This design comes from an exercise in tuning for small area, a short achievable clock period and few clock cycles on the open sky130 flow, not from production work.
At most, simulation tests tie the RTL to the original design; equivalence was not proved.
Function not checked in runs 2 and 3: the RTL went through the layout flow alone.

$ cat design/flow/config.mk
export PLATFORM = sky130hd
export DESIGN_NAME = CORDIC
export DESIGN_NICKNAME = CORDIC
export VERILOG_FILES = /design/flow/design.v
export SDC_FILE = /design/flow/constraint.sdc
export NUM_CORES = 4
export LEC_CHECK = 0
export CAP_MARGIN = 20
export CORE_MARGIN = 2
export CORE_UTILIZATION = 40
export SLEW_MARGIN = 20
$ cat design/flow/constraint.sdc
create_clock -name core_clock -period 7.5 [get_ports {clk}]
set_input_delay 1.5000 -clock core_clock [delete_from_list [all_inputs] [get_ports {clk}]]
set_output_delay 1.5000 -clock core_clock [all_outputs]
set_load 0.01 [all_outputs]
$ cat design/flow/design.v
module CORDIC #(parameter integer W = 32)
(
    input wire clk,
    input wire start,
    input wire signed [31:0] x,
    input wire signed [31:0] y,
    output wire signed [W-1:0]phi,
    output wire done
);
wire sigma;
wire signed [31:0] x_shift;
wire signed [31:0] y_shift;
reg [5:0] counter;
reg signed [31:0] x_reg;
reg signed [31:0] y_reg;
reg signed [31:0] z;
wire signed [31:0] atan_table [0:27];
assign atan_table[00] = 32'h3243f6a9; 
assign atan_table[01] = 32'h1dac6705;
assign atan_table[02] = 32'h0fadbafd;
assign atan_table[03] = 32'h07f56ea7;
assign atan_table[04] = 32'h03feab77;
assign atan_table[05] = 32'h01ffd55c;
assign atan_table[06] = 32'h00fffaab;
assign atan_table[07] = 32'h007fff55;
assign atan_table[08] = 32'h003fffeb;
assign atan_table[09] = 32'h001ffffd;
assign atan_table[10] = 32'h00100000;
assign atan_table[11] = 32'h00080000;
assign atan_table[12] = 32'h00040000;
assign atan_table[13] = 32'h00020000;
assign atan_table[14] = 32'h00010000;
assign atan_table[15] = 32'h00008000;
assign atan_table[16] = 32'h00004000;
assign atan_table[17] = 32'h00002000;
assign atan_table[18] = 32'h00001000;
assign atan_table[19] = 32'h00000800;
assign atan_table[20] = 32'h00000400;
assign atan_table[21] = 32'h00000200;
assign atan_table[22] = 32'h00000100;
assign atan_table[23] = 32'h00000080;
assign atan_table[24] = 32'h00000040;
assign atan_table[25] = 32'h00000020;
assign atan_table[26] = 32'h00000010;
assign atan_table[27] = 32'h00000008;
assign sigma = y_reg[31];
assign x_shift = y_reg >>> counter; 
assign y_shift = x_reg >>> counter; 
assign phi = z[31:31-W+1];
assign done = (counter == 28);
always @(posedge clk) begin
    if(start)begin
        x_reg <= x;
        y_reg <= y;
        z <= 0;
        counter <= 0;
    end
    else begin
        if(counter == 28) begin
            x_reg <= x_reg;
            y_reg <= y_reg;
            z <= z;
            counter <= counter;
        end
        else begin
            x_reg <= sigma ? (x_reg - x_shift) : (x_reg + x_shift);
            y_reg <= sigma ? (y_reg + y_shift) : (y_reg - y_shift);
            z <= sigma ? (z - atan_table[counter]) : (z + atan_table[counter]);
            counter <= counter + 1;
        end
    end
end
endmodule
$ cat design/flow/run.sh
#!/bin/bash
# synth_recipe.tcl (not shown) runs the flow's synth.tcl, then flattens the netlist and writes it again
# the make line also repeats each setting of config.mk as NAME=value (left out here)
make -C /OpenROAD-flow-scripts/flow DESIGN_CONFIG=/design/flow/config.mk WORK_HOME=/design/flow/orfs CLKGATE_MAP_FILE= SYNTH_SCRIPT=/design/flow/synth_recipe.tcl finish
==> impl_metrics.json, run 1 <==
{
  "drt-total-wl_um": 63900,
  "outcome": "timing/DRC/antenna clean",
  "antennaDiodeCount": 0,
  "synth.avg_cell_area_um2": 8.05,
  "syn_nets": 2190,
  "dp.cells": 2589,
  "hold_viol_final": 0,
  "syn2layout_area_growth_pct": 12.2,
  "postRouteAntennaNets": 0,
  "dp_hpwl_um": 49100,
  "drt_iter0_markers": 1536,
  "slew_headroom": 0.224,
  "synth_edf_count": 64,
  "synth-async-reset-ratio": 0,
  "ys_warn_count": 1,
  "crit_fanout": 28,
  "post-route-min-period_ns": 6.97,
  "cts_buffer_depth": 2,
  "critPathLaunchType": "flop",
  "finalCritPeriodShare": 0.929,
  "fin_cells": 2608,
  "die_h_um": 206,
  "antenna_found_initial": 1,
  "yosysSeqAreaShare": 0.165,
  "synthCells": 2020,
  "hp-class": "flop to flop",
  "crit_required_ns": 7.64,
  "layout_commonest_cell": "nand2_1",
  "synth_flop_cell": "edfxtp_1",
  "routed_via_density": 6.44,
  "synth.distinct_cells": 102,
  "die_w_um": 206,
  "coreArea_um2": 39900,
  "synth.ff_latch_count": 102,
  "cts.sinks": 102,
  "synth_area_um2": 16300,
  "worstSetupPathType": "flop to flop",
  "route.detailed.drc": 0,
  "ios": 99,
  "setup_viol": 0,
  "fillCellCount": 3970,
  "grt_pass1_vias": 16000,
  "tightest_slew_ns": 1.15,
  "holdWs_ns": 0.483,
  "grt_start_max_net_pins": 85,
  "port_buffers": 98,
  "finalMaxSlewViolations": 0,
  "fmax_mhz": 143,
  "drtPass1Iterations": 5,
  "grt_usage": 0.301,
  "htreeDepth": 3,
  "finalWeightedCongestion": 0.987,
  "grt_pass1_wl_um": 97000,
  "die_area_um2": 42300,
  "wl_per_cell_um": 24.5,
  "cts-root-buf": "clkbuf_16",
  "via_count": 16800,
  "grt_overflow": 0,
  "max_cap_violations": 0,
  "path_clk_slew_ns": 0.08,
  "cts_buffers": 9,
  "cp.arrival_ns": 7.11,
  "start_util": 0.407,
  "rows": 73,
  "layout_common_cells": "nand2_1, nor2_1, a21oi_1",
  "tritoncts": "done",
  "clock_latency_ns": 0.41,
  "layout.nets": 2248,
  "rsz0062_at_grt": "no",
  "fin_worst_skew_ns": 0.0129,
  "endpoint_kind": "flop",
  "drive_gt1_frac": 0.121
}
final timing paths:
path,endpoint,startpoint,cells past startpoint,slack [ns]
setup / recovery,y_reg[31]$_DFFE_PP_,counter[1]$_SDFFE_PP0N_,23,0.53
hold / removal,z[11]$_SDFFE_PP0N_,z[11]$_SDFFE_PP0N_,2,0.48
setup reg to reg,y_reg[31]$_DFFE_PP_,counter[1]$_SDFFE_PP0N_,23,0.53
hold reg to reg,z[11]$_SDFFE_PP0N_,z[11]$_SDFFE_PP0N_,2,0.48
area by class of cell:
class                   instances  area (um^2)  area share
clock inverters                 7         55.1     0.00302
well taps                     525          657      0.0360
inverters                      51          191      0.0105
multi-input cells            1736        12800       0.699
clock buffers                   9          225      0.0123
flip-flops and latches        102         2700       0.148
repair buffers                178         1670      0.0917
what timing repair did:
item	CTS	global route
setup buffers	0	3
resized for setup	1	3
hold buffers	0	0
endpoints found under the setup margin	1	6
per-layer routing:
metal | part of all wire | global-route usage | vias up
met5 | 0 | 0 | -
met4 | 0.046 | 0.131 | 0
met3 | 0.075 | 0.0554 | 168
met2 | 0.45 | 0.485 | 777
met1 | 0.42 | 0.392 | 8067
li1 | - | - | 7794
Yosys cell counts (all sizes together), types with 53 or more instances:
cell type / count / area [um^2]
nor2: 166 / 623
ha: 101 / 1260
mux2i: 53 / 531
buf: 55 / 375
o21ai: 143 / 716
mux4: 63 / 1470
a21oi: 162 / 811
nand2: 232 / 873
xor2: 56 / 490
clkbuf: 76 / 285
edfxtp: 64 / 1920
xnor2: 87 / 769
worst max-delay path, cell delays in order, from the launching register on:
cell and delay (ns):
dfxtp_4 0.61, buf_4 0.43, mux4_2 0.60, mux2i_1 0.34
o21ai_0 0.13, a211oi_1 0.35, buf_4 0.19, and2_1 0.17
or4b_1 0.53, nand2b_1 0.27, nor2_1 0.22, a21oi_1 0.11
xnor2_1 0.24, ha_1 0.32, a2111oi_0 0.37, o21ai_0 0.20
o2111ai_1 0.14, nand2_1 0.15, a31oi_1 0.34, a21oi_1 0.12
a41oi_1 0.32, o21ai_0 0.24, xor2_1 0.20, o21ai_1 0.07
through the flow:
stage | area [um^2] | setup TNS (ns) | util | setup slack, ns
after floorplan | 16300 | 0 | - | 1.07
after global placement | 17900 | -0.00448 | 0.448 | -0.00448
after detailed placement | 17900 | 0 | 0.448 | 0.0207
after CTS | 18200 | 0 | 0.455 | 0.124
after global routing | 18300 | 0 | 0.457 | 0.0189
final | 18300 | 0 | 0.457 | 0.530
kinds of logic after synthesis:
family | synth area share
simple gates | 0.202
compound gates | 0.265
buf+inv | 0.0524
mux | 0.156
xor+xnor | 0.0789
fa+ha+maj | 0.0814
flops | 0.165
Testbench counts, summed over its fixed seeds: cycles 23,200.
==> run 2, diff against run 1 <==
==> design/flow/design.v (replaced) <==
module CORDIC #(parameter integer W = 32)
(
    input wire clk,
    input wire start,
    input wire signed [31:0] x,
    input wire signed [31:0] y,
    output wire signed [W-1:0]phi,
    output wire done
);
reg signed [31:0] xr;
reg signed [31:0] yr;
reg [31:0] z;
reg [4:0] cnt;
reg dn;
function [31:0] atan2x(input [4:0] i);
    case (i)
        5'd0: atan2x = 32'h6487ed52;
        5'd1: atan2x = 32'h3b58ce0a;
        5'd2: atan2x = 32'h1f5b75fa;
        5'd3: atan2x = 32'h0feadd4e;
        5'd4: atan2x = 32'h07fd56ee;
        5'd5: atan2x = 32'h03ffaab8;
        5'd6: atan2x = 32'h01fff556;
        5'd7: atan2x = 32'h00fffeaa;
        5'd8: atan2x = 32'h007fffd6;
        5'd9: atan2x = 32'h003ffffa;
        5'd10: atan2x = 32'h00200000;
        5'd11: atan2x = 32'h00100000;
        5'd12: atan2x = 32'h00080000;
        5'd13: atan2x = 32'h00040000;
        5'd14: atan2x = 32'h00020000;
        5'd15: atan2x = 32'h00010000;
        5'd16: atan2x = 32'h00008000;
        5'd17: atan2x = 32'h00004000;
        5'd18: atan2x = 32'h00002000;
        5'd19: atan2x = 32'h00001000;
        5'd20: atan2x = 32'h00000800;
        5'd21: atan2x = 32'h00000400;
        5'd22: atan2x = 32'h00000200;
        5'd23: atan2x = 32'h00000100;
        5'd24: atan2x = 32'h00000080;
        5'd25: atan2x = 32'h00000040;
        5'd26: atan2x = 32'h00000020;
        default: atan2x = 32'h00000000;
    endcase
endfunction
wire d = yr[31];
wire signed [31:0] xs = yr >>> cnt;
wire signed [31:0] ys = xr >>> cnt;
wire [31:0] a = (d | dn) ? 32'h0 : atan2x(cnt);
assign phi = {z[31:4] + {27'd0, ~yr[31]}, z[3:0]};
assign done = dn;
always @(posedge clk) begin
    if (start) begin
        xr  <= x;
        yr  <= y;
        z   <= 32'h906dfdfb;
        cnt <= 5'd0;
        dn  <= 1'b0;
    end else if (!dn) begin
        xr  <= xr + (xs ^ {32{d}}) + {31'd0, d};
        yr  <= yr + (ys ^ {32{~d}}) + {31'd0, ~d};
        z   <= z + a;
        cnt <= cnt + 5'd1;
        dn  <= (cnt == 5'd26);
    end
end
endmodule
--- a/design/flow/config.mk
+++ b/design/flow/config.mk
@@ -8,4 +8,5 @@
 export CAP_MARGIN = 20
 export CORE_MARGIN = 2
 export CORE_UTILIZATION = 40
+export SETUP_SLACK_MARGIN = 0
 export SLEW_MARGIN = 20
==> impl_metrics.json, run 2 <==
{
  "post-route-min-period_ns": 6.06,
  "synth_top_area_cell": "edfxtp_1",
  "clock_latency_ns": 0.46,
  "endpoint_kind": "flop",
  "yosysSeqAreaShare": 0.227,
  "startpoint": "cnt[0]$_SDFFE_PP0N_",
  "grt_pass1_vias": 12600,
  "critPathMaxStageDelay_ns": 0.64,
  "synth_adder_area_share": 0.0956,
  "r2r-end": "yr[26]$_DFFE_PP_",
  "finalWeightedCongestion": 0.925,
  "final_area_um2": 16200,
  "grt_usage": 0.233,
  "die_w_um": 194,
  "routed_via_density": 5.82,
  "place_area_um2": 15600,
  "synth_xor_area_frac": 0.105,
  "fin_setup_tns_ns": 0,
  "cts.hold.buffers_added": 0,
  "synthCells": 1775,
  "hold_viol_final": 0,
  "post_cts_buffers": 0,
  "setup_viol": 0,
  "start_util": 0.405,
  "fillCellCount": 3528,
  "r2r_setup_slack_ns": 1.44,
  "drtPass1Iterations": 5,
  "tightest_slew_ns": 0.999,
  "crit_end": "yr[26]$_DFFE_PP_",
  "max_cap_violations": 0,
  "cts_buffer_depth": 2,
  "cts_resized": 0,
  "cts_buffers": 17,
  "wl_per_cell_um": 19.4,
  "cp_top_family": "compound AO/OA/AOI/OAI gates",
  "die_area_um2": 37500,
  "drive_gt1_frac": 0.0767,
  "syn2layout_area_growth_pct": 12.6,
  "fin_util": 0.456,
  "synth_compound_area_frac": 0.223,
  "dp_hpwl_um": 33000,
  "muxShareOfSynthArea": 0.128,
  "layout.nets": 1973,
  "finalCritPeriodShare": 0.808,
  "antenna_found_initial": 1,
  "critPathLaunchType": "flop",
  "hp-class": "flop to flop",
  "crit_slowest_cell": "dfxtp_4",
  "cp_cell_sequence": "buf_4 > mux4_2 > nand2_1 > nand2_1 > o21ai_0 > a21oi_1 > xnor2_1 > ha_1 > nor2b_1 > o21ai_0 > a21boi_0 > o21a_1 > o211ai_1 > a31oi_1 > a211o_1 > a41oi_1 > o21ai_0 > or4b_2 > nand3_1",
  "route.detailed.drc": 0,
  "syn_nets": 1949,
  "fmax_mhz": 165,
  "cts.sinks": 131,
  "synth.distinct_cells": 82,
  "synth_flop_cell": "dfxtp_1",
  "grt_pass1_wl_um": 70200,
  "crit_buf_inv": 1,
  "cp_common_cell": "o21ai_0",
  "crit_fanout": 39,
  "finalMaxSlewViolations": 0,
  "r2r_start": "cnt[0]$_SDFFE_PP0N_",
  "grt_start_max_net_pins": 78,
  "layout_commonest_cell": "nand2_1",
  "ios": 99,
  "synth-async-reset-ratio": 0,
  "worstSetupPathType": "flop to flop",
  "outcome": "timing/DRC/antenna clean",
  "cp_num_cells": 19,
  "slew_headroom": 0.328,
  "crit_required_ns": 7.83,
  "grt_overflow": 0,
  "postRouteAntennaNets": 0,
  "port_buffers": 97,
  "synth_edf_count": 64,
  "synth.top_cell.area_share": 0.134,
  "r2r_cells": 19,
  "tritoncts": "done",
  "yosys.area_share.simple": 0.177,
  "path_clk_slew_ns": 0.07,
  "synth.ff_latch_count": 131,
  "synth_top_family_by_area": "compound AO/OA/AOI/OAI gates",
  "htreeDepth": 4,
  "via_count": 13200,
  "rsz0062_at_grt": "no",
  "synth_area_leaders": "edfxtp_1, dfxtp_1, ha_1",
  "synth_common_cells": "nand2_1, o21ai_0, nor2_1",
  "synth_most_common_cell": "nand2_1",
  "synth_area_um2": 14400,
  "coreArea_um2": 35500,
  "synth.avg_cell_area_um2": 8.10,
  "layout_common_cells": "nand2_1, o21ai_0, nor2_1",
  "drt-total-wl_um": 44100,
  "die_h_um": 194,
  "ys_warn_count": 1,
  "drt_iter0_markers": 1056,
  "cts-root-buf": "clkbuf_16",
  "hp-start": "z[1]$_SDFFE_PP1N_",
  "rows": 69,
  "fin_worst_skew_ns": 0.0160,
  "cp.arrival_ns": 6.39
}
## run 2: cell types whose count changed after synthesis, moves of 19 or more
cell / delta
xnor2_1: +49
dfxtp_1: +29
mux2_2: -29
nor3_1: -26
a21oi_1: -25
buf_2: -24
a21o_1: +21
nor2_1: -20
o22ai_1: -19
xor2_1: -19
## run 2: cell type report
class | count | area, um^2 | area share
Sequential cell | 131 | 3280 | 0.202
Multi-Input combinational cell | 1491 | 10500 | 0.648
Clock inverter | 14 | 140 | 0.00866
Timing Repair Buffer | 113 | 1100 | 0.0680
Clock buffer | 18 | 439 | 0.0271
Tap cell | 461 | 577 | 0.0356
Antenna cell | 1 | 2.50 | 0.000155
Inverter | 45 | 169 | 0.0104
## run 2: metal layers
| metal | vias up | GRT usage | routed length (um) |
|---|---|---|---|
| li1 | 6484 | - | - |
| met3 | 68 | 0.0338 | 1940 |
| met4 | 0 | 0.0786 | 1210 |
| met5 | - | 0 | 0 |
| met1 | 6326 | 0.319 | 20200 |
| met2 | 350 | 0.378 | 20700 |
## run 2: cell families (layout without fill, tap and decap cells)
| group | after synthesis | after routing |
|---|---|---|
| flip-flops | 131 | 131 |
| other | 1 | 2 |
| adder cells (fa/ha/maj) | 108 | 108 |
| multiplexers | 125 | 125 |
| XOR/XNOR | 172 | 172 |
| AO/OA/AOI/OAI | 514 | 514 |
| buffers and inverters | 153 | 190 |
| AND/OR/NAND/NOR | 571 | 571 |
## run 2: worst register-to-register path: cells and delay by family (launching register included)
family / cells / cell delay, ns
compound gates: 10 / 2.58
simple gates: 5 / 1.01
flops: 1 / 0.64
mux: 1 / 0.62
buf+inv: 1 / 0.57
fa+ha+maj: 1 / 0.35
xor+xnor: 1 / 0.16
## run 2: how the worst min path moves through the flow
stage                         to  slack (ns)  cells past startpoint
4_1_cts        z[1]$_SDFFE_PP1N_        0.53                      2
2_1_floorplan  z[3]$_SDFFE_PP1N_        0.47                      2
3_3_place_gp   z[1]$_SDFFE_PP1N_        0.50                      2
3_5_place_dp   z[1]$_SDFFE_PP1N_        0.50                      2
6_report       z[1]$_SDFFE_PP1N_        0.53                      2
5_1_grt        z[1]$_SDFFE_PP1N_        0.56                      2
## run 2: metrics by stage
stage,hold WS (ns),std cells,setup WS (ns)
after global routing,0.564,2274,1.03
after global placement,0.499,2241,1.68
final,0.529,2274,1.44
after floorplan,0.473,1775,1.98
after detailed placement,0.504,2241,1.53
after CTS,0.527,2273,1.45
==> run 3, diff against run 2 <==
--- a/design/flow/config.mk
+++ b/design/flow/config.mk
@@ -8,5 +8,5 @@
 export CAP_MARGIN = 20
 export CORE_MARGIN = 2
 export CORE_UTILIZATION = 40
-export SETUP_SLACK_MARGIN = 0
+export SETUP_SLACK_MARGIN = 3
 export SLEW_MARGIN = 20
==> impl_metrics.json, run 3 <==
{
  "ios": 99,
  "grt_usage": 0.242,
  "synth_common_cells": "nand2_1, o21ai_0, nor2_1",
  "crit_fanout": 7,
  "fin_worst_skew_ns": 0.0196,
  "finalMaxSlewViolations": 0,
  "synth_xor_area_frac": 0.105,
  "grt_pass1_wl_um": 72800,
  "synth_most_common_cell": "nand2_1",
  "htreeDepth": 4,
  "synth_top_family_by_area": "compound AO/OA/AOI/OAI gates",
  "min_to": "z[3]$_SDFFE_PP1N_",
  "synth.distinct_cells": 82,
  "yosys.area_share.simple": 0.177,
  "synth_area_leaders": "edfxtp_1, dfxtp_1, ha_1",
  "start_util": 0.405,
  "routed_via_density": 5.96,
  "layout.nets": 2082,
  "fin_cells": 2382,
  "drive_gt1_frac": 0.193,
  "endpoint_kind": "flop",
  "route.detailed.drc": 0,
  "dp_hpwl_um": 32300,
  "outcome": "timing/DRC/antenna clean",
  "synth_area_um2": 14400,
  "synthCells": 1775,
  "cp.arrival_ns": 5.04,
  "crit_required_ns": 7.71,
  "drtPass1Iterations": 7,
  "critPathMaxStageDelay_ns": 0.51,
  "synth.avg_cell_area_um2": 8.10,
  "clock_latency_ns": 0.46,
  "cp_cell_sequence": "buf_12 > mux4_2 > and2_1 > a311oi_2 > a21oi_1 > nor2_2 > a21oi_1 > xnor2_1 > ha_1 > a21boi_2 > o31ai_4 > a211oi_2 > o31a_1 > o21ai_2 > a311oi_2 > o31a_1 > or3_1 > a31o_2",
  "synth_top_area_cell": "edfxtp_1",
  "wl_per_cell_um": 20.1,
  "coreArea_um2": 35500,
  "cts_buffers": 17,
  "fmax_mhz": 207,
  "muxShareOfSynthArea": 0.128,
  "cts.sinks": 131,
  "max_cap_violations": 0,
  "tritoncts": "done",
  "rows": 69,
  "die_area_um2": 37500,
  "fin_setup_tns_ns": 0,
  "syn_nets": 1949,
  "cts_buffer_depth": 2,
  "die_h_um": 194,
  "rsz0062_at_grt": "yes",
  "die_w_um": 194,
  "hp-class": "flop to flop",
  "hold_depth": 2,
  "port_buffers": 97,
  "worstSetupPathType": "flop to flop",
  "ys_warn_count": 1,
  "antennaDiodeCount": 0,
  "layout_commonest_cell": "nand2_1",
  "post-route-min-period_ns": 4.83,
  "path_clk_slew_ns": 0.07,
  "slew_headroom": 0.494,
  "grt_pass1_vias": 13200,
  "finalCritPeriodShare": 0.644,
  "layout_common_cells": "nand2_1, nor2_1, xnor2_1",
  "cts.hold.buffers_added": 0,
  "drt-total-wl_um": 47800,
  "r2r-end": "xr[30]$_DFFE_PP_",
  "postRouteAntennaNets": 0,
  "via_count": 14200,
  "tightest_slew_ns": 0.759,
  "syn2layout_area_growth_pct": 25.8,
  "synth.top_cell.area_share": 0.134,
  "grt_overflow": 0,
  "r2r_setup_slack_ns": 2.67,
  "synth-async-reset-ratio": 0,
  "crit_slowest_cell": "mux4_2",
  "grt_start_max_net_pins": 78,
  "yosysSeqAreaShare": 0.227,
  "fillCellCount": 3320,
  "synth.ff_latch_count": 131,
  "r2r_cells": 18,
  "synth_edf_count": 64,
  "setup_viol": 0,
  "cts-root-buf": "clkbuf_16",
  "synth_adder_area_share": 0.0956,
  "r2r_start": "cnt[0]$_SDFFE_PP0N_",
  "hp-start": "z[3]$_SDFFE_PP1N_",
  "dp.cells": 2241,
  "finalWeightedCongestion": 0.947,
  "antenna_found_initial": 1,
  "synth_compound_area_frac": 0.223,
  "hold_viol_final": 0,
  "critPathLaunchType": "flop",
  "drt_iter0_markers": 1503,
  "synth_flop_cell": "dfxtp_1"
}
-- run 3: cell counts after synthesis --
Identical to the previous run, type by type.
-- run 3: worst max path at each step --
stage	start	endpoint	slack (ns)	depth (start not counted)
2_1_floorplan	cnt[0]$_SDFFE_PP0N_	xr[30]$_DFFE_PP_	2.77	22
3_3_place_gp	cnt[0]$_SDFFE_PP0N_	yr[26]$_DFFE_PP_	1.89	18
3_5_place_dp	cnt[0]$_SDFFE_PP0N_	yr[26]$_DFFE_PP_	1.87	18
4_1_cts	cnt[0]$_SDFFE_PP0N_	xr[30]$_DFFE_PP_	2.77	20
5_1_grt	cnt[0]$_SDFFE_PP0N_	yr[26]$_DFFE_PP_	2.50	21
6_report	cnt[0]$_SDFFE_PP0N_	xr[30]$_DFFE_PP_	2.67	18
-- run 3: kinds of logic after synthesis --
| logic type | count (synthesis) |
|---|---|
| simple gates | 571 |
| mux | 125 |
| flops | 131 |
| other cells | 1 |
| buf+inv | 153 |
| fa+ha+maj | 108 |
| xor+xnor | 172 |
| compound gates | 514 |
-- run 3: routing by layer --
metal / share of wire / GRT usage / vias to the layer above
li1: - / - / 6693
met1: 0.42 / 0.310 / 6788
met2: 0.48 / 0.406 / 587
met3: 0.067 / 0.0448 / 126
met4: 0.034 / 0.0859 / 2
met5: 0.00027 / 0 / -
-- run 3: final cells by class --
cell class | instances | area [um^2] | area share
clock buffer | 19 | 433 | 0.0239
clock inverter | 13 | 128 | 0.00706
inverter | 45 | 181 | 0.0100
multi-input combinational | 1491 | 11200 | 0.621
sequential | 131 | 3280 | 0.181
tap | 461 | 577 | 0.0319
timing repair buffer | 221 | 2240 | 0.124
timing repair inverter | 1 | 7.51 | 0.000415
-- run 3: critical path, delay by kind of cell, from the launching register on --
kind | cells | cell delay [ns]
mux | 1 | 0.51
xor+xnor | 1 | 0.29
simple gates | 3 | 0.67
buf+inv | 1 | 0.16
fa+ha+maj | 1 | 0.29
flops | 1 | 0.47
compound gates | 11 | 2.19
-- run 3: what timing repair did --
action / 4_1_cts / 5_1_grt
gates resized for setup: 109 / 111
buffers inserted: 65 / 34
setup endpoints to repair: 71 / 47
pin swaps: 59 / 37
gates cloned: 5 / 5
-- run 3: per-stage QoR --
step | instance area, um^2 | setup WS, ns | hold slack (ns) | util
final | 18100 | 2.67 | 0.518 | 0.510
after global routing | 18100 | 2.50 | 0.547 | 0.510
after CTS | 17300 | 2.77 | 0.524 | 0.487
after global placement | 15600 | 1.89 | 0.491 | 0.440
after floorplan | 14500 | 2.77 | 0.473 | -
after detailed placement | 15600 | 1.87 | 0.508 | 0.440

-- what the ideal ports hide --
In the flow no input, the clock included, has a driving cell. The finished layouts below were timed again as built, in two steps. Step 1, drivers: a clkbuf_16 drives clk and a buf_2 each remaining input, both assumed. Step 2 also shifts input and output timing later by t, the mid clock arrival at the registers, as if the neighbouring blocks saw the same clock. a / b / c = ideal / step 1 / step 2; a / b = the first two.
run	t (ns)	slack for setup (ns)	hold WS [ns]	latest minus earliest clock arrival (ns)
run 1	0.462	0.530 / 0.530 / 0.530	0.483 / 0.483 / 0.483	0.013 / 0.013
run 2	0.508	1.442 / 1.442 / 1.442	0.529 / 0.529 / 0.529	0.016 / 0.016
run 3	0.503	2.668 / 2.668 / 2.668	0.518 / 0.519 / 0.519	0.020 / 0.020
After both steps setup and hold are still met in every run listed.
